From an optimization exercise on the open Yosys and OpenROAD flow, aimed at small area; shortcuts taken in it are not production practice. Only the layout flow was run in this run; the RTL was not checked for function there. No activity file was given, so power comes from the tool's default toggle rates.

$ cat design.v
module top(y, x, c0, c1, c2, clk, rst);
input clk;
input rst;
input [7:0] x;
input [7:0] c0;
input [7:0] c1;
input [7:0] c2;
output [15:0] y;
reg [7:0] xd;
reg [7:0] c0d;
reg [15:0] s2q;
wire [7:0] xg;
wire [7:0] xdg;
wire rstn = ~rst;
and_cell ug0 (.a(x[0]), .b(rstn), .y(xg[0]));
and_cell ugd0 (.a(xd[0]), .b(rstn), .y(xdg[0]));
and_cell ug1 (.a(x[1]), .b(rstn), .y(xg[1]));
and_cell ugd1 (.a(xd[1]), .b(rstn), .y(xdg[1]));
and_cell ug2 (.a(x[2]), .b(rstn), .y(xg[2]));
and_cell ugd2 (.a(xd[2]), .b(rstn), .y(xdg[2]));
and_cell ug3 (.a(x[3]), .b(rstn), .y(xg[3]));
and_cell ugd3 (.a(xd[3]), .b(rstn), .y(xdg[3]));
and_cell ug4 (.a(x[4]), .b(rstn), .y(xg[4]));
and_cell ugd4 (.a(xd[4]), .b(rstn), .y(xdg[4]));
and_cell ug5 (.a(x[5]), .b(rstn), .y(xg[5]));
and_cell ugd5 (.a(xd[5]), .b(rstn), .y(xdg[5]));
and_cell ug6 (.a(x[6]), .b(rstn), .y(xg[6]));
and_cell ugd6 (.a(xd[6]), .b(rstn), .y(xdg[6]));
and_cell ug7 (.a(x[7]), .b(rstn), .y(xg[7]));
and_cell ugd7 (.a(xd[7]), .b(rstn), .y(xdg[7]));
wire [15:0] s2n;
wire p1;
wire p2;
wire p3;
wire p4;
wire p5;
wire p6;
wire p7;
wire p8;
wire p9;
wire p10;
wire p11;
wire p12;
wire p13;
wire p14;
wire p15;
wire p16;
wire p17;
wire p18;
wire p19;
wire p20;
wire p21;
wire p22;
wire p23;
wire p24;
wire p25;
wire p26;
wire p27;
wire p28;
wire p29;
wire p30;
wire p31;
wire p32;
wire p33;
wire p34;
wire p35;
wire p36;
wire p37;
wire p38;
wire p39;
wire p40;
wire p41;
wire p42;
wire p43;
wire p44;
wire p45;
wire p46;
wire p47;
wire p48;
wire p49;
wire p50;
wire p51;
wire p52;
wire p53;
wire p54;
wire p55;
wire p56;
wire p57;
wire p58;
wire p59;
wire p60;
wire p61;
wire p62;
wire p63;
wire p64;
wire p65;
wire p66;
wire p67;
wire p68;
wire p69;
wire p70;
wire p71;
wire p72;
wire p73;
wire p74;
wire p75;
wire p76;
wire p77;
wire p78;
wire p79;
wire p80;
wire p81;
wire p82;
wire p83;
wire p84;
wire p85;
wire p86;
wire p87;
wire p88;
wire p89;
wire p90;
wire p91;
wire p92;
wire p93;
wire p94;
wire p95;
wire p96;
wire p97;
wire p98;
wire p99;
wire p100;
wire p101;
wire p102;
wire p103;
wire p104;
wire p105;
wire p106;
wire p107;
wire p108;
wire p109;
wire p110;
wire p111;
wire p112;
wire p113;
wire p114;
wire p115;
wire p116;
wire p117;
wire p118;
wire p119;
wire p120;
wire p121;
wire p122;
wire p123;
wire p124;
wire p125;
wire p126;
wire p127;
wire p128;
wire n129;
wire n130;
wire s131;
wire c132;
wire s133;
wire c134;
wire n135;
wire s136;
wire c137;
wire s138;
wire c139;
wire s140;
wire c141;
wire s142;
wire c143;
wire s144;
wire c145;
wire s146;
wire c147;
wire s148;
wire c149;
wire s150;
wire c151;
wire s152;
wire c153;
wire s154;
wire c155;
wire s156;
wire c157;
wire s158;
wire c159;
wire s160;
wire c161;
wire s162;
wire c163;
wire s164;
wire c165;
wire s166;
wire c167;
wire s168;
wire c169;
wire s170;
wire c171;
wire n172;
wire n173;
wire s174;
wire c175;
wire s176;
wire c177;
wire s178;
wire c179;
wire s180;
wire c181;
wire s182;
wire c183;
wire s184;
wire c185;
wire s186;
wire c187;
wire s188;
wire c189;
wire s190;
wire c191;
wire s192;
wire c193;
wire n194;
wire s195;
wire c196;
wire s197;
wire c198;
wire s199;
wire c200;
wire s201;
wire c202;
wire s203;
wire c204;
wire s205;
wire c206;
wire s207;
wire c208;
wire s209;
wire c210;
wire s211;
wire c212;
wire s213;
wire c214;
wire s215;
wire c216;
wire s217;
wire c218;
wire s219;
wire c220;
wire s221;
wire c222;
wire s223;
wire c224;
wire s225;
wire c226;
wire s227;
wire c228;
wire s229;
wire c230;
wire s231;
wire c232;
wire s233;
wire c234;
wire s235;
wire c236;
wire s237;
wire c238;
wire s239;
wire c240;
wire s241;
wire c242;
wire s243;
wire c244;
wire s245;
wire c246;
wire s247;
wire c248;
wire s249;
wire c250;
wire s251;
wire c252;
wire s253;
wire c254;
wire s255;
wire c256;
wire s257;
wire c258;
wire s259;
wire c260;
wire s261;
wire c262;
wire s263;
wire c264;
wire s265;
wire c266;
wire s267;
wire c268;
wire s269;
wire c270;
wire s271;
wire c272;
wire s273;
wire c274;
wire s275;
wire c276;
wire s277;
wire c278;
wire s279;
wire c280;
wire s281;
wire c282;
wire s283;
wire c284;
wire s285;
wire c286;
wire s287;
wire c288;
wire s289;
wire c290;
wire s291;
wire c292;
wire s293;
wire c294;
wire s295;
wire c296;
wire s297;
wire c298;
wire s299;
wire c300;
wire n301;
wire n302;
wire s303;
wire c304;
wire s305;
wire c306;
wire s307;
wire c308;
wire s309;
wire c310;
wire s311;
wire c312;
wire s313;
wire c314;
wire s315;
wire c316;
wire s317;
wire c318;
wire s319;
wire c320;
wire s321;
wire c322;
wire s323;
wire c324;
wire n325;
wire s326;
wire c327;
wire s328;
wire c329;
wire s330;
wire c331;
wire s332;
wire c333;
wire s334;
wire c335;
wire s336;
wire c337;
wire s338;
wire c339;
wire s340;
wire c341;
wire s342;
wire c343;
wire s344;
wire c345;
wire s346;
wire c347;
wire s348;
wire c349;
wire s350;
wire c351;
wire s352;
wire c353;
wire s354;
wire c355;
wire s356;
wire c357;
wire s358;
wire c359;
wire s360;
wire c361;
wire s362;
wire c363;
wire s364;
wire c365;
wire s366;
wire c367;
wire s368;
wire c369;
wire s370;
wire c371;
wire s372;
wire c373;
wire s374;
wire c375;
wire x376;
wire x377;
wire p378;
wire p379;
wire p380;
wire p381;
wire p382;
wire p383;
wire p384;
wire p385;
wire p386;
wire p387;
wire p388;
wire p389;
wire p390;
wire p391;
wire p392;
wire p393;
wire p394;
wire p395;
wire p396;
wire p397;
wire p398;
wire p399;
wire p400;
wire p401;
wire p402;
wire p403;
wire p404;
wire p405;
wire p406;
wire p407;
wire p408;
wire p409;
wire p410;
wire p411;
wire p412;
wire p413;
wire p414;
wire p415;
wire p416;
wire p417;
wire p418;
wire p419;
wire p420;
wire p421;
wire p422;
wire p423;
wire p424;
wire p425;
wire p426;
wire p427;
wire p428;
wire p429;
wire p430;
wire p431;
wire p432;
wire p433;
wire p434;
wire p435;
wire p436;
wire p437;
wire p438;
wire p439;
wire p440;
wire p441;
wire n442;
wire s443;
wire c444;
wire s445;
wire c446;
wire n447;
wire s448;
wire c449;
wire s450;
wire c451;
wire s452;
wire c453;
wire n454;
wire s455;
wire c456;
wire n457;
wire s458;
wire c459;
wire s460;
wire c461;
wire s462;
wire c463;
wire n464;
wire n465;
wire s466;
wire c467;
wire s468;
wire c469;
wire s470;
wire c471;
wire s472;
wire c473;
wire s474;
wire c475;
wire n476;
wire s477;
wire c478;
wire s479;
wire c480;
wire s481;
wire c482;
wire s483;
wire c484;
wire s485;
wire c486;
wire s487;
wire c488;
wire n489;
wire s490;
wire c491;
wire s492;
wire c493;
wire s494;
wire c495;
wire s496;
wire c497;
wire s498;
wire c499;
wire s500;
wire c501;
wire s502;
wire c503;
wire n504;
wire s505;
wire c506;
wire s507;
wire c508;
wire s509;
wire c510;
wire s511;
wire c512;
wire s513;
wire c514;
wire s515;
wire c516;
wire s517;
wire c518;
wire s519;
wire c520;
wire n521;
wire s522;
wire c523;
wire s524;
wire c525;
wire s526;
wire c527;
wire s528;
wire c529;
wire s530;
wire c531;
wire s532;
wire c533;
wire s534;
wire c535;
wire s536;
wire c537;
wire n538;
wire s539;
wire c540;
wire n541;
wire s542;
wire c543;
wire s544;
wire c545;
wire s546;
wire c547;
wire n548;
wire s549;
wire c550;
wire s551;
wire c552;
wire s553;
wire c554;
wire s555;
wire c556;
wire n557;
wire s558;
wire c559;
wire s560;
wire c561;
wire s562;
wire c563;
wire s564;
wire c565;
wire s566;
wire c567;
wire n568;
wire n569;
wire s570;
wire c571;
wire s572;
wire c573;
wire s574;
wire c575;
wire s576;
wire c577;
wire s578;
wire c579;
wire n580;
wire s581;
wire c582;
wire s583;
wire c584;
wire s585;
wire c586;
wire s587;
wire c588;
wire s589;
wire c590;
wire s591;
wire c592;
wire s593;
wire c594;
wire s595;
wire c596;
wire s597;
wire c598;
wire s599;
wire c600;
wire x601;
wire x602;
wire [5:0] t603;
wire y604;
wire y605;
wire n606;
wire y607;
wire n608;
wire y609;
wire n610;
wire y611;
wire n612;
wire y613;
nand_cell u1 (.a(xdg[0]), .b(c0d[0]), .y(p1));
nand_cell u2 (.a(xdg[0]), .b(c0d[1]), .y(p2));
nand_cell u3 (.a(xdg[0]), .b(c0d[2]), .y(p3));
nand_cell u4 (.a(xdg[0]), .b(c0d[3]), .y(p4));
nand_cell u5 (.a(xdg[0]), .b(c0d[4]), .y(p5));
nand_cell u6 (.a(xdg[0]), .b(c0d[5]), .y(p6));
nand_cell u7 (.a(xdg[0]), .b(c0d[6]), .y(p7));
and_cell u8 (.a(xdg[0]), .b(c0d[7]), .y(p8));
nand_cell u9 (.a(xdg[1]), .b(c0d[0]), .y(p9));
nand_cell u10 (.a(xdg[1]), .b(c0d[1]), .y(p10));
nand_cell u11 (.a(xdg[1]), .b(c0d[2]), .y(p11));
nand_cell u12 (.a(xdg[1]), .b(c0d[3]), .y(p12));
nand_cell u13 (.a(xdg[1]), .b(c0d[4]), .y(p13));
nand_cell u14 (.a(xdg[1]), .b(c0d[5]), .y(p14));
nand_cell u15 (.a(xdg[1]), .b(c0d[6]), .y(p15));
and_cell u16 (.a(xdg[1]), .b(c0d[7]), .y(p16));
nand_cell u17 (.a(xdg[2]), .b(c0d[0]), .y(p17));
nand_cell u18 (.a(xdg[2]), .b(c0d[1]), .y(p18));
nand_cell u19 (.a(xdg[2]), .b(c0d[2]), .y(p19));
nand_cell u20 (.a(xdg[2]), .b(c0d[3]), .y(p20));
nand_cell u21 (.a(xdg[2]), .b(c0d[4]), .y(p21));
nand_cell u22 (.a(xdg[2]), .b(c0d[5]), .y(p22));
nand_cell u23 (.a(xdg[2]), .b(c0d[6]), .y(p23));
and_cell u24 (.a(xdg[2]), .b(c0d[7]), .y(p24));
nand_cell u25 (.a(xdg[3]), .b(c0d[0]), .y(p25));
nand_cell u26 (.a(xdg[3]), .b(c0d[1]), .y(p26));
nand_cell u27 (.a(xdg[3]), .b(c0d[2]), .y(p27));
nand_cell u28 (.a(xdg[3]), .b(c0d[3]), .y(p28));
nand_cell u29 (.a(xdg[3]), .b(c0d[4]), .y(p29));
nand_cell u30 (.a(xdg[3]), .b(c0d[5]), .y(p30));
nand_cell u31 (.a(xdg[3]), .b(c0d[6]), .y(p31));
and_cell u32 (.a(xdg[3]), .b(c0d[7]), .y(p32));
nand_cell u33 (.a(xdg[4]), .b(c0d[0]), .y(p33));
nand_cell u34 (.a(xdg[4]), .b(c0d[1]), .y(p34));
nand_cell u35 (.a(xdg[4]), .b(c0d[2]), .y(p35));
nand_cell u36 (.a(xdg[4]), .b(c0d[3]), .y(p36));
nand_cell u37 (.a(xdg[4]), .b(c0d[4]), .y(p37));
nand_cell u38 (.a(xdg[4]), .b(c0d[5]), .y(p38));
nand_cell u39 (.a(xdg[4]), .b(c0d[6]), .y(p39));
and_cell u40 (.a(xdg[4]), .b(c0d[7]), .y(p40));
nand_cell u41 (.a(xdg[5]), .b(c0d[0]), .y(p41));
nand_cell u42 (.a(xdg[5]), .b(c0d[1]), .y(p42));
nand_cell u43 (.a(xdg[5]), .b(c0d[2]), .y(p43));
nand_cell u44 (.a(xdg[5]), .b(c0d[3]), .y(p44));
nand_cell u45 (.a(xdg[5]), .b(c0d[4]), .y(p45));
nand_cell u46 (.a(xdg[5]), .b(c0d[5]), .y(p46));
nand_cell u47 (.a(xdg[5]), .b(c0d[6]), .y(p47));
and_cell u48 (.a(xdg[5]), .b(c0d[7]), .y(p48));
nand_cell u49 (.a(xdg[6]), .b(c0d[0]), .y(p49));
nand_cell u50 (.a(xdg[6]), .b(c0d[1]), .y(p50));
nand_cell u51 (.a(xdg[6]), .b(c0d[2]), .y(p51));
nand_cell u52 (.a(xdg[6]), .b(c0d[3]), .y(p52));
nand_cell u53 (.a(xdg[6]), .b(c0d[4]), .y(p53));
nand_cell u54 (.a(xdg[6]), .b(c0d[5]), .y(p54));
nand_cell u55 (.a(xdg[6]), .b(c0d[6]), .y(p55));
and_cell u56 (.a(xdg[6]), .b(c0d[7]), .y(p56));
and_cell u57 (.a(xdg[7]), .b(c0d[0]), .y(p57));
and_cell u58 (.a(xdg[7]), .b(c0d[1]), .y(p58));
and_cell u59 (.a(xdg[7]), .b(c0d[2]), .y(p59));
and_cell u60 (.a(xdg[7]), .b(c0d[3]), .y(p60));
and_cell u61 (.a(xdg[7]), .b(c0d[4]), .y(p61));
and_cell u62 (.a(xdg[7]), .b(c0d[5]), .y(p62));
and_cell u63 (.a(xdg[7]), .b(c0d[6]), .y(p63));
nand_cell u64 (.a(xdg[7]), .b(c0d[7]), .y(p64));
nand_cell u65 (.a(xg[0]), .b(c1[0]), .y(p65));
nand_cell u66 (.a(xg[0]), .b(c1[1]), .y(p66));
nand_cell u67 (.a(xg[0]), .b(c1[2]), .y(p67));
nand_cell u68 (.a(xg[0]), .b(c1[3]), .y(p68));
nand_cell u69 (.a(xg[0]), .b(c1[4]), .y(p69));
nand_cell u70 (.a(xg[0]), .b(c1[5]), .y(p70));
nand_cell u71 (.a(xg[0]), .b(c1[6]), .y(p71));
and_cell u72 (.a(xg[0]), .b(c1[7]), .y(p72));
nand_cell u73 (.a(xg[1]), .b(c1[0]), .y(p73));
nand_cell u74 (.a(xg[1]), .b(c1[1]), .y(p74));
nand_cell u75 (.a(xg[1]), .b(c1[2]), .y(p75));
nand_cell u76 (.a(xg[1]), .b(c1[3]), .y(p76));
nand_cell u77 (.a(xg[1]), .b(c1[4]), .y(p77));
nand_cell u78 (.a(xg[1]), .b(c1[5]), .y(p78));
nand_cell u79 (.a(xg[1]), .b(c1[6]), .y(p79));
and_cell u80 (.a(xg[1]), .b(c1[7]), .y(p80));
nand_cell u81 (.a(xg[2]), .b(c1[0]), .y(p81));
nand_cell u82 (.a(xg[2]), .b(c1[1]), .y(p82));
nand_cell u83 (.a(xg[2]), .b(c1[2]), .y(p83));
nand_cell u84 (.a(xg[2]), .b(c1[3]), .y(p84));
nand_cell u85 (.a(xg[2]), .b(c1[4]), .y(p85));
nand_cell u86 (.a(xg[2]), .b(c1[5]), .y(p86));
nand_cell u87 (.a(xg[2]), .b(c1[6]), .y(p87));
and_cell u88 (.a(xg[2]), .b(c1[7]), .y(p88));
nand_cell u89 (.a(xg[3]), .b(c1[0]), .y(p89));
nand_cell u90 (.a(xg[3]), .b(c1[1]), .y(p90));
nand_cell u91 (.a(xg[3]), .b(c1[2]), .y(p91));
nand_cell u92 (.a(xg[3]), .b(c1[3]), .y(p92));
nand_cell u93 (.a(xg[3]), .b(c1[4]), .y(p93));
nand_cell u94 (.a(xg[3]), .b(c1[5]), .y(p94));
nand_cell u95 (.a(xg[3]), .b(c1[6]), .y(p95));
and_cell u96 (.a(xg[3]), .b(c1[7]), .y(p96));
nand_cell u97 (.a(xg[4]), .b(c1[0]), .y(p97));
nand_cell u98 (.a(xg[4]), .b(c1[1]), .y(p98));
nand_cell u99 (.a(xg[4]), .b(c1[2]), .y(p99));
nand_cell u100 (.a(xg[4]), .b(c1[3]), .y(p100));
nand_cell u101 (.a(xg[4]), .b(c1[4]), .y(p101));
nand_cell u102 (.a(xg[4]), .b(c1[5]), .y(p102));
nand_cell u103 (.a(xg[4]), .b(c1[6]), .y(p103));
and_cell u104 (.a(xg[4]), .b(c1[7]), .y(p104));
nand_cell u105 (.a(xg[5]), .b(c1[0]), .y(p105));
nand_cell u106 (.a(xg[5]), .b(c1[1]), .y(p106));
nand_cell u107 (.a(xg[5]), .b(c1[2]), .y(p107));
nand_cell u108 (.a(xg[5]), .b(c1[3]), .y(p108));
nand_cell u109 (.a(xg[5]), .b(c1[4]), .y(p109));
nand_cell u110 (.a(xg[5]), .b(c1[5]), .y(p110));
nand_cell u111 (.a(xg[5]), .b(c1[6]), .y(p111));
and_cell u112 (.a(xg[5]), .b(c1[7]), .y(p112));
nand_cell u113 (.a(xg[6]), .b(c1[0]), .y(p113));
nand_cell u114 (.a(xg[6]), .b(c1[1]), .y(p114));
nand_cell u115 (.a(xg[6]), .b(c1[2]), .y(p115));
nand_cell u116 (.a(xg[6]), .b(c1[3]), .y(p116));
nand_cell u117 (.a(xg[6]), .b(c1[4]), .y(p117));
nand_cell u118 (.a(xg[6]), .b(c1[5]), .y(p118));
nand_cell u119 (.a(xg[6]), .b(c1[6]), .y(p119));
and_cell u120 (.a(xg[6]), .b(c1[7]), .y(p120));
and_cell u121 (.a(xg[7]), .b(c1[0]), .y(p121));
and_cell u122 (.a(xg[7]), .b(c1[1]), .y(p122));
and_cell u123 (.a(xg[7]), .b(c1[2]), .y(p123));
and_cell u124 (.a(xg[7]), .b(c1[3]), .y(p124));
and_cell u125 (.a(xg[7]), .b(c1[4]), .y(p125));
and_cell u126 (.a(xg[7]), .b(c1[5]), .y(p126));
and_cell u127 (.a(xg[7]), .b(c1[6]), .y(p127));
nand_cell u128 (.a(xg[7]), .b(c1[7]), .y(p128));
assign n129 = ~p1;
assign n130 = ~p65;
ha_cell u132 (.a(n129), .b(n130), .s(s131), .co(c132));
fa_cell u134 (.a(p2), .b(p9), .c(p66), .s(s133), .co(c134));
assign n135 = ~c132;
fa_cell u137 (.a(p73), .b(n135), .c(s133), .s(s136), .co(c137));
ha_cell u139 (.a(p3), .b(p10), .s(s138), .co(c139));
fa_cell u141 (.a(p17), .b(p67), .c(p74), .s(s140), .co(c141));
fa_cell u143 (.a(p81), .b(s138), .c(c134), .s(s142), .co(c143));
fa_cell u145 (.a(s140), .b(c137), .c(s142), .s(s144), .co(c145));
ha_cell u147 (.a(p4), .b(p11), .s(s146), .co(c147));
fa_cell u149 (.a(p18), .b(p25), .c(p68), .s(s148), .co(c149));
fa_cell u151 (.a(p75), .b(p82), .c(p89), .s(s150), .co(c151));
fa_cell u153 (.a(c139), .b(s146), .c(c141), .s(s152), .co(c153));
fa_cell u155 (.a(s148), .b(s150), .c(c143), .s(s154), .co(c155));
fa_cell u157 (.a(s152), .b(s154), .c(c145), .s(s156), .co(c157));
fa_cell u159 (.a(p5), .b(p12), .c(p19), .s(s158), .co(c159));
fa_cell u161 (.a(p26), .b(p33), .c(p69), .s(s160), .co(c161));
fa_cell u163 (.a(p76), .b(p83), .c(p90), .s(s162), .co(c163));
fa_cell u165 (.a(p97), .b(c147), .c(c149), .s(s164), .co(c165));
fa_cell u167 (.a(c151), .b(s158), .c(s160), .s(s166), .co(c167));
fa_cell u169 (.a(s162), .b(c153), .c(s164), .s(s168), .co(c169));
fa_cell u171 (.a(s166), .b(c155), .c(s168), .s(s170), .co(c171));
assign n172 = ~c157;
assign n173 = ~s170;
ha_cell u175 (.a(n172), .b(n173), .s(s174), .co(c175));
ha_cell u177 (.a(p6), .b(p13), .s(s176), .co(c177));
fa_cell u179 (.a(p20), .b(p27), .c(p34), .s(s178), .co(c179));
fa_cell u181 (.a(p41), .b(p70), .c(p77), .s(s180), .co(c181));
fa_cell u183 (.a(p84), .b(p91), .c(p98), .s(s182), .co(c183));
fa_cell u185 (.a(p105), .b(s176), .c(c159), .s(s184), .co(c185));
fa_cell u187 (.a(c161), .b(c163), .c(s178), .s(s186), .co(c187));
fa_cell u189 (.a(s180), .b(s182), .c(c165), .s(s188), .co(c189));
fa_cell u191 (.a(s184), .b(c167), .c(s186), .s(s190), .co(c191));
fa_cell u193 (.a(c169), .b(s188), .c(s190), .s(s192), .co(c193));
assign n194 = ~c175;
fa_cell u196 (.a(c171), .b(s192), .c(n194), .s(s195), .co(c196));
ha_cell u198 (.a(p7), .b(p14), .s(s197), .co(c198));
fa_cell u200 (.a(p21), .b(p28), .c(p35), .s(s199), .co(c200));
fa_cell u202 (.a(p42), .b(p49), .c(p71), .s(s201), .co(c202));
fa_cell u204 (.a(p78), .b(p85), .c(p92), .s(s203), .co(c204));
fa_cell u206 (.a(p99), .b(p106), .c(p113), .s(s205), .co(c206));
fa_cell u208 (.a(c177), .b(s197), .c(c179), .s(s207), .co(c208));
fa_cell u210 (.a(c181), .b(c183), .c(s199), .s(s209), .co(c210));
fa_cell u212 (.a(s201), .b(s203), .c(s205), .s(s211), .co(c212));
fa_cell u214 (.a(c185), .b(c187), .c(s207), .s(s213), .co(c214));
fa_cell u216 (.a(s209), .b(s211), .c(c189), .s(s215), .co(c216));
fa_cell u218 (.a(c191), .b(s213), .c(s215), .s(s217), .co(c218));
fa_cell u220 (.a(c193), .b(s217), .c(c196), .s(s219), .co(c220));
ha_cell u222 (.a(p8), .b(p15), .s(s221), .co(c222));
fa_cell u224 (.a(p22), .b(p29), .c(p36), .s(s223), .co(c224));
fa_cell u226 (.a(p43), .b(p50), .c(p57), .s(s225), .co(c226));
fa_cell u228 (.a(p72), .b(p79), .c(p86), .s(s227), .co(c228));
fa_cell u230 (.a(p93), .b(p100), .c(p107), .s(s229), .co(c230));
fa_cell u232 (.a(p114), .b(p121), .c(c198), .s(s231), .co(c232));
fa_cell u234 (.a(s221), .b(c200), .c(c202), .s(s233), .co(c234));
fa_cell u236 (.a(c204), .b(c206), .c(s223), .s(s235), .co(c236));
fa_cell u238 (.a(s225), .b(s227), .c(s229), .s(s237), .co(c238));
fa_cell u240 (.a(s231), .b(c208), .c(c210), .s(s239), .co(c240));
fa_cell u242 (.a(s233), .b(c212), .c(s235), .s(s241), .co(c242));
fa_cell u244 (.a(s237), .b(c214), .c(s239), .s(s243), .co(c244));
fa_cell u246 (.a(s241), .b(c216), .c(s243), .s(s245), .co(c246));
fa_cell u248 (.a(c218), .b(s245), .c(c220), .s(s247), .co(c248));
ha_cell u250 (.a(p16), .b(p23), .s(s249), .co(c250));
fa_cell u252 (.a(p30), .b(p37), .c(p44), .s(s251), .co(c252));
fa_cell u254 (.a(p51), .b(p58), .c(p80), .s(s253), .co(c254));
fa_cell u256 (.a(p87), .b(p94), .c(p101), .s(s255), .co(c256));
fa_cell u258 (.a(p108), .b(p115), .c(p122), .s(s257), .co(c258));
fa_cell u260 (.a(c222), .b(s249), .c(c224), .s(s259), .co(c260));
fa_cell u262 (.a(c226), .b(c228), .c(c230), .s(s261), .co(c262));
fa_cell u264 (.a(s251), .b(s253), .c(s255), .s(s263), .co(c264));
fa_cell u266 (.a(s257), .b(c232), .c(c234), .s(s265), .co(c266));
fa_cell u268 (.a(c236), .b(s259), .c(s261), .s(s267), .co(c268));
fa_cell u270 (.a(c238), .b(s263), .c(c240), .s(s269), .co(c270));
fa_cell u272 (.a(s265), .b(c242), .c(s267), .s(s271), .co(c272));
fa_cell u274 (.a(s269), .b(c244), .c(s271), .s(s273), .co(c274));
fa_cell u276 (.a(c246), .b(s273), .c(c248), .s(s275), .co(c276));
fa_cell u278 (.a(p24), .b(p31), .c(p38), .s(s277), .co(c278));
fa_cell u280 (.a(p45), .b(p52), .c(p59), .s(s279), .co(c280));
fa_cell u282 (.a(p88), .b(p95), .c(p102), .s(s281), .co(c282));
fa_cell u284 (.a(p109), .b(p116), .c(p123), .s(s283), .co(c284));
fa_cell u286 (.a(c250), .b(c252), .c(c254), .s(s285), .co(c286));
fa_cell u288 (.a(c256), .b(c258), .c(s277), .s(s287), .co(c288));
fa_cell u290 (.a(s279), .b(s281), .c(s283), .s(s289), .co(c290));
fa_cell u292 (.a(c260), .b(c262), .c(s285), .s(s291), .co(c292));
fa_cell u294 (.a(c264), .b(s287), .c(s289), .s(s293), .co(c294));
fa_cell u296 (.a(c266), .b(c268), .c(s291), .s(s295), .co(c296));
fa_cell u298 (.a(s293), .b(c270), .c(c272), .s(s297), .co(c298));
fa_cell u300 (.a(s295), .b(c274), .c(s297), .s(s299), .co(c300));
assign n301 = ~s299;
assign n302 = ~c276;
ha_cell u304 (.a(n301), .b(n302), .s(s303), .co(c304));
fa_cell u306 (.a(p32), .b(p39), .c(p46), .s(s305), .co(c306));
fa_cell u308 (.a(p53), .b(p60), .c(p96), .s(s307), .co(c308));
fa_cell u310 (.a(p103), .b(p110), .c(p117), .s(s309), .co(c310));
fa_cell u312 (.a(p124), .b(c278), .c(c280), .s(s311), .co(c312));
fa_cell u314 (.a(c282), .b(c284), .c(s305), .s(s313), .co(c314));
fa_cell u316 (.a(s307), .b(s309), .c(c286), .s(s315), .co(c316));
fa_cell u318 (.a(c288), .b(s311), .c(c290), .s(s317), .co(c318));
fa_cell u320 (.a(s313), .b(c292), .c(s315), .s(s319), .co(c320));
fa_cell u322 (.a(c294), .b(s317), .c(c296), .s(s321), .co(c322));
fa_cell u324 (.a(s319), .b(c298), .c(s321), .s(s323), .co(c324));
assign n325 = ~c304;
fa_cell u327 (.a(c300), .b(s323), .c(n325), .s(s326), .co(c327));
fa_cell u329 (.a(p40), .b(p47), .c(p54), .s(s328), .co(c329));
fa_cell u331 (.a(p61), .b(p104), .c(p111), .s(s330), .co(c331));
fa_cell u333 (.a(p118), .b(p125), .c(c306), .s(s332), .co(c333));
fa_cell u335 (.a(c308), .b(c310), .c(s328), .s(s334), .co(c335));
fa_cell u337 (.a(s330), .b(c312), .c(c314), .s(s336), .co(c337));
fa_cell u339 (.a(s332), .b(s334), .c(c316), .s(s338), .co(c339));
fa_cell u341 (.a(c318), .b(s336), .c(s338), .s(s340), .co(c341));
fa_cell u343 (.a(c320), .b(c322), .c(s340), .s(s342), .co(c343));
fa_cell u345 (.a(c324), .b(s342), .c(c327), .s(s344), .co(c345));
fa_cell u347 (.a(p48), .b(p55), .c(p62), .s(s346), .co(c347));
fa_cell u349 (.a(p112), .b(p119), .c(p126), .s(s348), .co(c349));
fa_cell u351 (.a(c329), .b(c331), .c(s346), .s(s350), .co(c351));
fa_cell u353 (.a(s348), .b(c333), .c(c335), .s(s352), .co(c353));
fa_cell u355 (.a(s350), .b(c337), .c(s352), .s(s354), .co(c355));
fa_cell u357 (.a(c339), .b(s354), .c(c341), .s(s356), .co(c357));
fa_cell u359 (.a(s356), .b(c343), .c(c345), .s(s358), .co(c359));
fa_cell u361 (.a(p56), .b(p63), .c(p120), .s(s360), .co(c361));
fa_cell u363 (.a(p127), .b(c347), .c(c349), .s(s362), .co(c363));
fa_cell u365 (.a(s360), .b(c351), .c(s362), .s(s364), .co(c365));
fa_cell u367 (.a(c353), .b(s364), .c(c355), .s(s366), .co(c367));
fa_cell u369 (.a(s366), .b(c357), .c(c359), .s(s368), .co(c369));
fa_cell u371 (.a(p64), .b(p128), .c(c361), .s(s370), .co(c371));
fa_cell u373 (.a(c363), .b(s370), .c(c365), .s(s372), .co(c373));
fa_cell u375 (.a(s372), .b(c367), .c(c369), .s(s374), .co(c375));
assign x376 = c371 ^ c373;
assign x377 = x376 ^ c375;
nand_cell u378 (.a(x[0]), .b(c2[0]), .y(p378));
nand_cell u379 (.a(x[0]), .b(c2[1]), .y(p379));
nand_cell u380 (.a(x[0]), .b(c2[2]), .y(p380));
nand_cell u381 (.a(x[0]), .b(c2[3]), .y(p381));
nand_cell u382 (.a(x[0]), .b(c2[4]), .y(p382));
nand_cell u383 (.a(x[0]), .b(c2[5]), .y(p383));
nand_cell u384 (.a(x[0]), .b(c2[6]), .y(p384));
and_cell u385 (.a(x[0]), .b(c2[7]), .y(p385));
nand_cell u386 (.a(x[1]), .b(c2[0]), .y(p386));
nand_cell u387 (.a(x[1]), .b(c2[1]), .y(p387));
nand_cell u388 (.a(x[1]), .b(c2[2]), .y(p388));
nand_cell u389 (.a(x[1]), .b(c2[3]), .y(p389));
nand_cell u390 (.a(x[1]), .b(c2[4]), .y(p390));
nand_cell u391 (.a(x[1]), .b(c2[5]), .y(p391));
nand_cell u392 (.a(x[1]), .b(c2[6]), .y(p392));
and_cell u393 (.a(x[1]), .b(c2[7]), .y(p393));
nand_cell u394 (.a(x[2]), .b(c2[0]), .y(p394));
nand_cell u395 (.a(x[2]), .b(c2[1]), .y(p395));
nand_cell u396 (.a(x[2]), .b(c2[2]), .y(p396));
nand_cell u397 (.a(x[2]), .b(c2[3]), .y(p397));
nand_cell u398 (.a(x[2]), .b(c2[4]), .y(p398));
nand_cell u399 (.a(x[2]), .b(c2[5]), .y(p399));
nand_cell u400 (.a(x[2]), .b(c2[6]), .y(p400));
and_cell u401 (.a(x[2]), .b(c2[7]), .y(p401));
nand_cell u402 (.a(x[3]), .b(c2[0]), .y(p402));
nand_cell u403 (.a(x[3]), .b(c2[1]), .y(p403));
nand_cell u404 (.a(x[3]), .b(c2[2]), .y(p404));
nand_cell u405 (.a(x[3]), .b(c2[3]), .y(p405));
nand_cell u406 (.a(x[3]), .b(c2[4]), .y(p406));
nand_cell u407 (.a(x[3]), .b(c2[5]), .y(p407));
nand_cell u408 (.a(x[3]), .b(c2[6]), .y(p408));
and_cell u409 (.a(x[3]), .b(c2[7]), .y(p409));
nand_cell u410 (.a(x[4]), .b(c2[0]), .y(p410));
nand_cell u411 (.a(x[4]), .b(c2[1]), .y(p411));
nand_cell u412 (.a(x[4]), .b(c2[2]), .y(p412));
nand_cell u413 (.a(x[4]), .b(c2[3]), .y(p413));
nand_cell u414 (.a(x[4]), .b(c2[4]), .y(p414));
nand_cell u415 (.a(x[4]), .b(c2[5]), .y(p415));
nand_cell u416 (.a(x[4]), .b(c2[6]), .y(p416));
and_cell u417 (.a(x[4]), .b(c2[7]), .y(p417));
nand_cell u418 (.a(x[5]), .b(c2[0]), .y(p418));
nand_cell u419 (.a(x[5]), .b(c2[1]), .y(p419));
nand_cell u420 (.a(x[5]), .b(c2[2]), .y(p420));
nand_cell u421 (.a(x[5]), .b(c2[3]), .y(p421));
nand_cell u422 (.a(x[5]), .b(c2[4]), .y(p422));
nand_cell u423 (.a(x[5]), .b(c2[5]), .y(p423));
nand_cell u424 (.a(x[5]), .b(c2[6]), .y(p424));
and_cell u425 (.a(x[5]), .b(c2[7]), .y(p425));
nand_cell u426 (.a(x[6]), .b(c2[0]), .y(p426));
nand_cell u427 (.a(x[6]), .b(c2[1]), .y(p427));
nand_cell u428 (.a(x[6]), .b(c2[2]), .y(p428));
nand_cell u429 (.a(x[6]), .b(c2[3]), .y(p429));
nand_cell u430 (.a(x[6]), .b(c2[4]), .y(p430));
nand_cell u431 (.a(x[6]), .b(c2[5]), .y(p431));
nand_cell u432 (.a(x[6]), .b(c2[6]), .y(p432));
and_cell u433 (.a(x[6]), .b(c2[7]), .y(p433));
and_cell u434 (.a(x[7]), .b(c2[0]), .y(p434));
and_cell u435 (.a(x[7]), .b(c2[1]), .y(p435));
and_cell u436 (.a(x[7]), .b(c2[2]), .y(p436));
and_cell u437 (.a(x[7]), .b(c2[3]), .y(p437));
and_cell u438 (.a(x[7]), .b(c2[4]), .y(p438));
and_cell u439 (.a(x[7]), .b(c2[5]), .y(p439));
and_cell u440 (.a(x[7]), .b(c2[6]), .y(p440));
nand_cell u441 (.a(x[7]), .b(c2[7]), .y(p441));
assign n442 = ~p378;
ha_cell u444 (.a(s2q[0]), .b(n442), .s(s443), .co(c444));
fa_cell u446 (.a(s2q[1]), .b(p379), .c(p386), .s(s445), .co(c446));
assign n447 = ~s445;
ha_cell u449 (.a(c444), .b(n447), .s(s448), .co(c449));
ha_cell u451 (.a(s2q[2]), .b(p380), .s(s450), .co(c451));
fa_cell u453 (.a(p387), .b(p394), .c(s450), .s(s452), .co(c453));
assign n454 = ~c449;
fa_cell u456 (.a(c446), .b(s452), .c(n454), .s(s455), .co(c456));
assign n457 = ~s455;
fa_cell u459 (.a(s2q[3]), .b(p381), .c(p388), .s(s458), .co(c459));
fa_cell u461 (.a(p395), .b(p402), .c(c451), .s(s460), .co(c461));
fa_cell u463 (.a(s458), .b(c453), .c(s460), .s(s462), .co(c463));
assign n464 = ~s462;
assign n465 = ~c456;
ha_cell u467 (.a(n464), .b(n465), .s(s466), .co(c467));
ha_cell u469 (.a(p382), .b(p389), .s(s468), .co(c469));
fa_cell u471 (.a(p396), .b(p403), .c(p410), .s(s470), .co(c471));
fa_cell u473 (.a(s468), .b(c459), .c(s470), .s(s472), .co(c473));
fa_cell u475 (.a(c461), .b(s472), .c(c463), .s(s474), .co(c475));
assign n476 = ~s474;
fa_cell u478 (.a(s2q[4]), .b(n476), .c(c467), .s(s477), .co(c478));
fa_cell u480 (.a(s2q[5]), .b(p383), .c(p390), .s(s479), .co(c480));
fa_cell u482 (.a(p397), .b(p404), .c(p411), .s(s481), .co(c482));
fa_cell u484 (.a(p418), .b(c469), .c(c471), .s(s483), .co(c484));
fa_cell u486 (.a(s479), .b(s481), .c(c473), .s(s485), .co(c486));
fa_cell u488 (.a(s483), .b(s485), .c(c475), .s(s487), .co(c488));
assign n489 = ~s487;
ha_cell u491 (.a(n489), .b(c478), .s(s490), .co(c491));
fa_cell u493 (.a(s2q[6]), .b(p384), .c(p391), .s(s492), .co(c493));
fa_cell u495 (.a(p398), .b(p405), .c(p412), .s(s494), .co(c495));
fa_cell u497 (.a(p419), .b(p426), .c(c480), .s(s496), .co(c497));
fa_cell u499 (.a(c482), .b(s492), .c(s494), .s(s498), .co(c499));
fa_cell u501 (.a(c484), .b(s496), .c(s498), .s(s500), .co(c501));
fa_cell u503 (.a(c486), .b(s500), .c(c488), .s(s502), .co(c503));
assign n504 = ~s502;
ha_cell u506 (.a(n504), .b(c491), .s(s505), .co(c506));
fa_cell u508 (.a(s2q[7]), .b(p385), .c(p392), .s(s507), .co(c508));
fa_cell u510 (.a(p399), .b(p406), .c(p413), .s(s509), .co(c510));
fa_cell u512 (.a(p420), .b(p427), .c(p434), .s(s511), .co(c512));
fa_cell u514 (.a(c493), .b(c495), .c(s507), .s(s513), .co(c514));
fa_cell u516 (.a(s509), .b(s511), .c(c497), .s(s515), .co(c516));
fa_cell u518 (.a(c499), .b(s513), .c(s515), .s(s517), .co(c518));
fa_cell u520 (.a(c501), .b(s517), .c(c503), .s(s519), .co(c520));
assign n521 = ~s519;
ha_cell u523 (.a(c506), .b(n521), .s(s522), .co(c523));
ha_cell u525 (.a(s2q[8]), .b(p393), .s(s524), .co(c525));
fa_cell u527 (.a(p400), .b(p407), .c(p414), .s(s526), .co(c527));
fa_cell u529 (.a(p421), .b(p428), .c(p435), .s(s528), .co(c529));
fa_cell u531 (.a(s524), .b(c508), .c(c510), .s(s530), .co(c531));
fa_cell u533 (.a(c512), .b(s526), .c(s528), .s(s532), .co(c533));
fa_cell u535 (.a(c514), .b(s530), .c(s532), .s(s534), .co(c535));
fa_cell u537 (.a(c516), .b(s534), .c(c518), .s(s536), .co(c537));
assign n538 = ~c523;
fa_cell u540 (.a(s536), .b(c520), .c(n538), .s(s539), .co(c540));
assign n541 = ~s539;
fa_cell u543 (.a(p401), .b(p408), .c(p415), .s(s542), .co(c543));
fa_cell u545 (.a(p422), .b(p429), .c(p436), .s(s544), .co(c545));
fa_cell u547 (.a(c525), .b(c527), .c(c529), .s(s546), .co(c547));
assign n548 = ~s2q[9];
fa_cell u550 (.a(n548), .b(s542), .c(s544), .s(s549), .co(c550));
fa_cell u552 (.a(c531), .b(s546), .c(c533), .s(s551), .co(c552));
fa_cell u554 (.a(s549), .b(c535), .c(s551), .s(s553), .co(c554));
fa_cell u556 (.a(s553), .b(c537), .c(c540), .s(s555), .co(c556));
assign n557 = ~s555;
fa_cell u559 (.a(s2q[10]), .b(p409), .c(p416), .s(s558), .co(c559));
fa_cell u561 (.a(p423), .b(p430), .c(p437), .s(s560), .co(c561));
fa_cell u563 (.a(c543), .b(c545), .c(s558), .s(s562), .co(c563));
fa_cell u565 (.a(s560), .b(c547), .c(c550), .s(s564), .co(c565));
fa_cell u567 (.a(s562), .b(c552), .c(s564), .s(s566), .co(c567));
assign n568 = ~c554;
assign n569 = ~s566;
ha_cell u571 (.a(n568), .b(n569), .s(s570), .co(c571));
fa_cell u573 (.a(s2q[11]), .b(p417), .c(p424), .s(s572), .co(c573));
fa_cell u575 (.a(p431), .b(p438), .c(c559), .s(s574), .co(c575));
fa_cell u577 (.a(c561), .b(s572), .c(c563), .s(s576), .co(c577));
fa_cell u579 (.a(s574), .b(c565), .c(s576), .s(s578), .co(c579));
assign n580 = ~c571;
fa_cell u582 (.a(c567), .b(s578), .c(n580), .s(s581), .co(c582));
fa_cell u584 (.a(s2q[12]), .b(p425), .c(p432), .s(s583), .co(c584));
fa_cell u586 (.a(p439), .b(c573), .c(s583), .s(s585), .co(c586));
fa_cell u588 (.a(c575), .b(s585), .c(c577), .s(s587), .co(c588));
fa_cell u590 (.a(s587), .b(c579), .c(c582), .s(s589), .co(c590));
fa_cell u592 (.a(s2q[13]), .b(p433), .c(p440), .s(s591), .co(c592));
fa_cell u594 (.a(c584), .b(s591), .c(c586), .s(s593), .co(c594));
fa_cell u596 (.a(s593), .b(c588), .c(c590), .s(s595), .co(c596));
fa_cell u598 (.a(s2q[14]), .b(p441), .c(c592), .s(s597), .co(c598));
fa_cell u600 (.a(s597), .b(c594), .c(c596), .s(s599), .co(c600));
assign x601 = s2q[15] ^ c598;
assign x602 = x601 ^ c600;
inc_and6 u603 (.a({~s599, ~s595, ~s589, ~s581, s570, ~c556}), .t(t603));
assign y604 = s570 ^ t603[0];
assign y605 = s581 ^ t603[1];
assign n606 = ~y605;
assign y607 = s589 ^ t603[2];
assign n608 = ~y607;
assign y609 = s595 ^ t603[3];
assign n610 = ~y609;
assign y611 = s599 ^ t603[4];
assign n612 = ~y611;
assign y613 = x602 ^ t603[5];
assign y[0] = s443;
assign s2n[0] = s131;
assign y[1] = s448;
assign s2n[1] = s136;
assign y[2] = n457;
assign s2n[2] = s144;
assign y[3] = s466;
assign s2n[3] = s156;
assign y[4] = s477;
assign s2n[4] = s174;
assign y[5] = s490;
assign s2n[5] = s195;
assign y[6] = s505;
assign s2n[6] = s219;
assign y[7] = s522;
assign s2n[7] = s247;
assign y[8] = n541;
assign s2n[8] = s275;
assign y[9] = n557;
assign s2n[9] = s303;
assign y[10] = y604;
assign s2n[10] = s326;
assign y[11] = n606;
assign s2n[11] = s344;
assign y[12] = n608;
assign s2n[12] = s358;
assign y[13] = n610;
assign s2n[13] = s368;
assign y[14] = n612;
assign s2n[14] = s374;
assign y[15] = y613;
assign s2n[15] = x377;
always @(posedge clk) begin
  xd <= xg;
  c0d <= c0;
  s2q <= s2n;
end
endmodule
module fa_cell(input a, input b, input c, output s, output co);
assign s = a ^ b ^ c;
assign co = (a & b) | (a & c) | (b & c);
endmodule
module ha_cell(input a, input b, output s, output co);
assign s = a ^ b;
assign co = a & b;
endmodule
module inc_and6(input [5:0] a, output [5:0] t);
genvar i;
assign t[0] = a[0];
generate for (i = 1; i < 6; i = i + 1) begin : g
  assign t[i] = &a[i:0];
end endgenerate
endmodule
module nand_cell(input a, input b, output y);
assign y = ~(a & b);
endmodule
module and_cell(input a, input b, output y);
assign y = a & b;
endmodule
module gate_cell(input a, input r, output y);
assign y = a & ~r;
endmodule
$ cat flow/run.sh
#!/bin/bash
# The standard layout (standard.sh, unchanged synthesis and steps), with
# one difference: the buffers that global placement puts on every input and
# output port are the platform's smallest buffer, not the delay buffer that
# buffer_ports picks by default. The resizer may still upsize them later.
set -euo pipefail
export BUFFER_PORTS_ARGS="-buffer_cell sky130_fd_sc_hd__buf_1"
bash standard.sh > standard.log 2>&1
$ cat standard.sh
#!/bin/bash
# synth_recipe.tcl (not shown) runs the flow's synth.tcl, then flattens the netlist and writes it again
# the make line also repeats each setting of config.mk as NAME=value (left out here)
make -C /OpenROAD-flow-scripts/flow DESIGN_CONFIG=/design/flow/config.mk WORK_HOME=/design/flow/orfs CLKGATE_MAP_FILE= SYNTH_SCRIPT=/design/flow/synth_recipe.tcl "${@:-finish}"
$ cat config.mk
export PLATFORM = sky130hd
export DESIGN_NAME = top
export DESIGN_NICKNAME = top
export VERILOG_FILES = /design/flow/design.v
export SDC_FILE = /design/flow/constraint.sdc
export NUM_CORES = 4
export LEC_CHECK = 0
export CAP_MARGIN = 20
export CORE_MARGIN = 2
export CORE_UTILIZATION = 40
export CTS_BUF_LIST = sky130_fd_sc_hd__clkbuf_8
export SLEW_MARGIN = 20
export SYNTH_HIERARCHICAL = 1
export SYNTH_MINIMUM_KEEP_SIZE = 0
$ cat constraint.sdc
create_clock -name core_clock -period 10.0 [get_ports {clk}]
set_input_delay 2.0000 -clock core_clock [delete_from_list [all_inputs] [get_ports {clk}]]
set_output_delay 2.0000 -clock core_clock [all_outputs]
set_load 0.01 [all_outputs]
==> flow_summary.yaml <==
placement:
  postPlaceCellArea_um2: 5890
  dpl.cell_count: 709
  routabilityCongestion: 0.884
  dp_slack_ns: 0.802
  dp_hpwl_mm: 10.6
  buffer_ports.inserted: 49
sta:
  final_critical_path_setup_slack_ns: 0.831
  max-slew-margin-rel_pct: 63.3
  setup_repair_after_global_routing_missed_its_margin: "false"
  tightestPinTransition_ns: 0.550
  max_clock_freq_mhz: 109
  share_of_the_clock_period_used_by_the_worst_path_pct: 91.7
  setup_tns_ns: 0
  holdWs_ns: 0.828
  timing.final.hold_violations: 0
  setup_viol_count_final: 0
  maxSlewViolCount: 0
  worst_clock_skew_ns: 0.00715
  period_minus_slack_ns: 9.17
detailed_routing:
  post_drt_wl_per_cell_um: 17.4
  remaining_drc_errors: 0
  detail_route.wirelength_mm: 12.5
  route.antenna.remaining_nets: 0
  drt-pass1-iter-count: 4
  detailroute.via_count: 3608
  first_iter_violations: 237
  avgViaCountPerCell: 5.03
clocking:
  cts_resized: 0
  postCtsSetupRepairBufs: 0
  max-clock-path-buffers: 2
  ctsHoldBuffers: 0
  cts-buffers-inserted: 5
  clock_tree.htree_level_count: 2
  clock_transition_at_the_registers_of_the_reported_paths_ns: 0.08
  clkSinkCount: 32
  cts_tree: "yes"
  worst_skew_pair.late_latency_ns: 0.30
  cts.root.buffer_cell: "clkbuf_8"
critical_path:
  crit_required_ns: 8.00
  crit_buf_inv: 5
  crit_family: "adder cells"
  arr_time_crit_path_ns: 7.17
  critPathCaptureType: "output port"
  timing.critical_path.fanout_max: 9
  slowest_delay_ns: 0.58
  crit_type: "input port to output port"
  start_kind: "input port"
  critical_path.cell_chain: "buf_1 > nand2_1 > fa_1 > fa_1 > fa_1 > fa_1 > fa_1 > fa_1 > inv_1 > ha_1 > inv_1 > fa_1 > fa_1 > inv_1 > nand3_1 > nor2_1 > xor2_1 > xnor2_1 > buf_1"
  slowest_stage: "fa_1"
  critical_path.most_common_cell: "fa_1"
synthesis:
  mappedNetlistNets: 721
  synth.ff_latch_count: 32
  syn-instance-count: 497
  synth_area_um2: 5610
  synth_warnings: 7
  ys_seq_area_share_pct: 11.4
  syn_area_per_cell_um2: 11.3
  number_of_distinct_library_cell_variants_in_the_gate_level_netlist_after_synthesis: 14
floorplanning:
  design.die.area_um2: 15000
  design.portCount: 50
  floorplan.rows: 43
  die_x_um: 122
  core_area_um2: 13800
  initial_standard_cell_utilization_of_the_core_pct: 40.7
  fp.dieH_um: 122
min_path:
  classification_of_the_worst_slack_hold_path: "register to register"
grt:
  grt_util_all_layers_pct: 18.4
  initial_antenna_violation_count: 0
  globalRoute.totalOverflow: 0
  first_pass_grt_wire_length_mm: 20.8
  grt_pass1_vias: 4107
  grt_max_degree: 17
final_layout:
  diodes: 0
  final_util_pct: 43.4
  layout.cells.most_common: "fa_1"
  post_route_cells_drive_above_1_share_pct: 1.86
  num-nets-final: 760
  layout-area-overhead-vs-synth_pct: 6.67
  post-route-cell-area_um2: 5980
  finalNonFillerCells: 717
  commonest_cells_after_routing_fill_and_taps_aside: "fa_1 (171), nand2_1 (151), and2_1 (58)"
power:
  power.static_leakage_nw: 2.14
  power.density_cell_area_nw_per_um2: 302
  maximum_vdd_drop_v: 0.000279
  design_power_total_mw: 1.81
run_status:
  run_status: "complete, no violations"
run:
  drv_cap: 0
[worst register-to-register path, delay by kind of cell, from the launching register on]
kind	cells	cell delay, ns
buffers and inverters	4	0.21
adder cells (fa/ha/maj)	15	5.52
flip-flops	1	0.31
AND/OR/NAND/NOR	2	0.47
XOR/XNOR	2	0.30
[power breakdown]
part / switching, mW / leakage [nW] / internal, mW / total, mW
Clock: 0.0580 / 0.0404 / 0.0493 / 0.107
Sequential: 0.0204 / 0.269 / 0.174 / 0.194
Combinational: 0.830 / 1.83 / 0.678 / 1.51
[cells by family after synthesis]
group,share of synthesized area (%)
XOR/XNOR,1.56
adder cells (fa/ha/maj),65.3
buffers and inverters,4.42
flip-flops,11.4
AND/OR/NAND/NOR,17.3
[state kept, by name, indices dropped and copies added (netlist names)]
name  flops
s2q      16
xd        8
c0d       8
[final timing paths]
check                            start  endpoint  slack [ns]  depth (start not counted)
worst max-delay path              x[2]     y[15]        0.83                         19
worst min-delay path            c0d[0]    s2q[0]        0.83                          3
worst max register to register   xd[2]   s2q[15]        3.13                         23
worst min register to register  c0d[0]    s2q[0]        0.83                          3
[cell type report]
| class | count | area, um^2 |
|---|---|---|
| multi-input cells | 416 | 4720 |
| well taps | 180 | 225 |
| fillers | 1362 | 7790 |
| flip-flops and latches | 32 | 641 |
| clock buffers | 5 | 68.8 |
| clock inverters | 3 | 23.8 |
| inverters | 32 | 120 |
| repair buffers | 49 | 184 |
[modules after synthesis (local to each module, per instance)]
| module | cells inside | flops+latches | times used | cell area, um^2 |
|---|---|---|---|---|
| top | 90 | 32 | 1 | 968 |
| inc_and6 | 9 | 0 | 1 | 51.3 |
| fa_cell | 1 | 0 | 171 | 20.0 |
| ha_cell | 1 | 0 | 19 | 12.5 |
| and_cell | 1 | 0 | 58 | 6.26 |
| nand_cell | 1 | 0 | 150 | 3.75 |
[cells in the mapped netlist]
cell	count	share of area [%]
xor2_1	2	0.31
nand2_1	151	10
nor2_1	2	0.13
fa_1	171	61
ha_1	19	4.2
dfxtp_1	32	11
and3_2	1	0.13
and2_4	1	0.16
buf_4	17	2.3
and2_1	58	6.5
xnor2_1	8	1.2
and3_1	1	0.11
inv_1	32	2.1
nand3_1	2	0.18
[routing by layer]
| metal | up-vias | part of all wire, % | GRT usage (%) |
|---|---|---|---|
| li1 | 1549 | - | - |
| met2 | 131 | 54 | 32.3 |
| met5 | - | 0 | 0 |
| met3 | 16 | 5.5 | 2.37 |
| met1 | 1912 | 39 | 24.1 |
| met4 | 0 | 1.7 | 4.81 |

-- re-timing with driven ports --
Ports are ideal in the flow. The routed layout listed here was re-timed in OpenROAD.
Step 1: set_driving_cell puts a clkbuf_16 on clk and a buf_2 on each other input, an assumption about the parent block.
Step 2 adds t to the input delays and takes it off the output delays; t is the mean of the earliest and latest rising clock arrival at the registers after step 1. Input paths then give back, and output paths get back, about the clock's delay inside the block.
a / b / c = ideal ports / drivers / drivers and shift; a / b = the first two.
t (ns): 0.331
setup slack, ns: 0.831 / 0.799 / 0.799
worst data-port slew with drivers (ns): 0.04
After both steps setup and hold are still met in this run. The setup slack of this run moves by -0.032 ns with the drivers and by -0.032 ns with both steps.
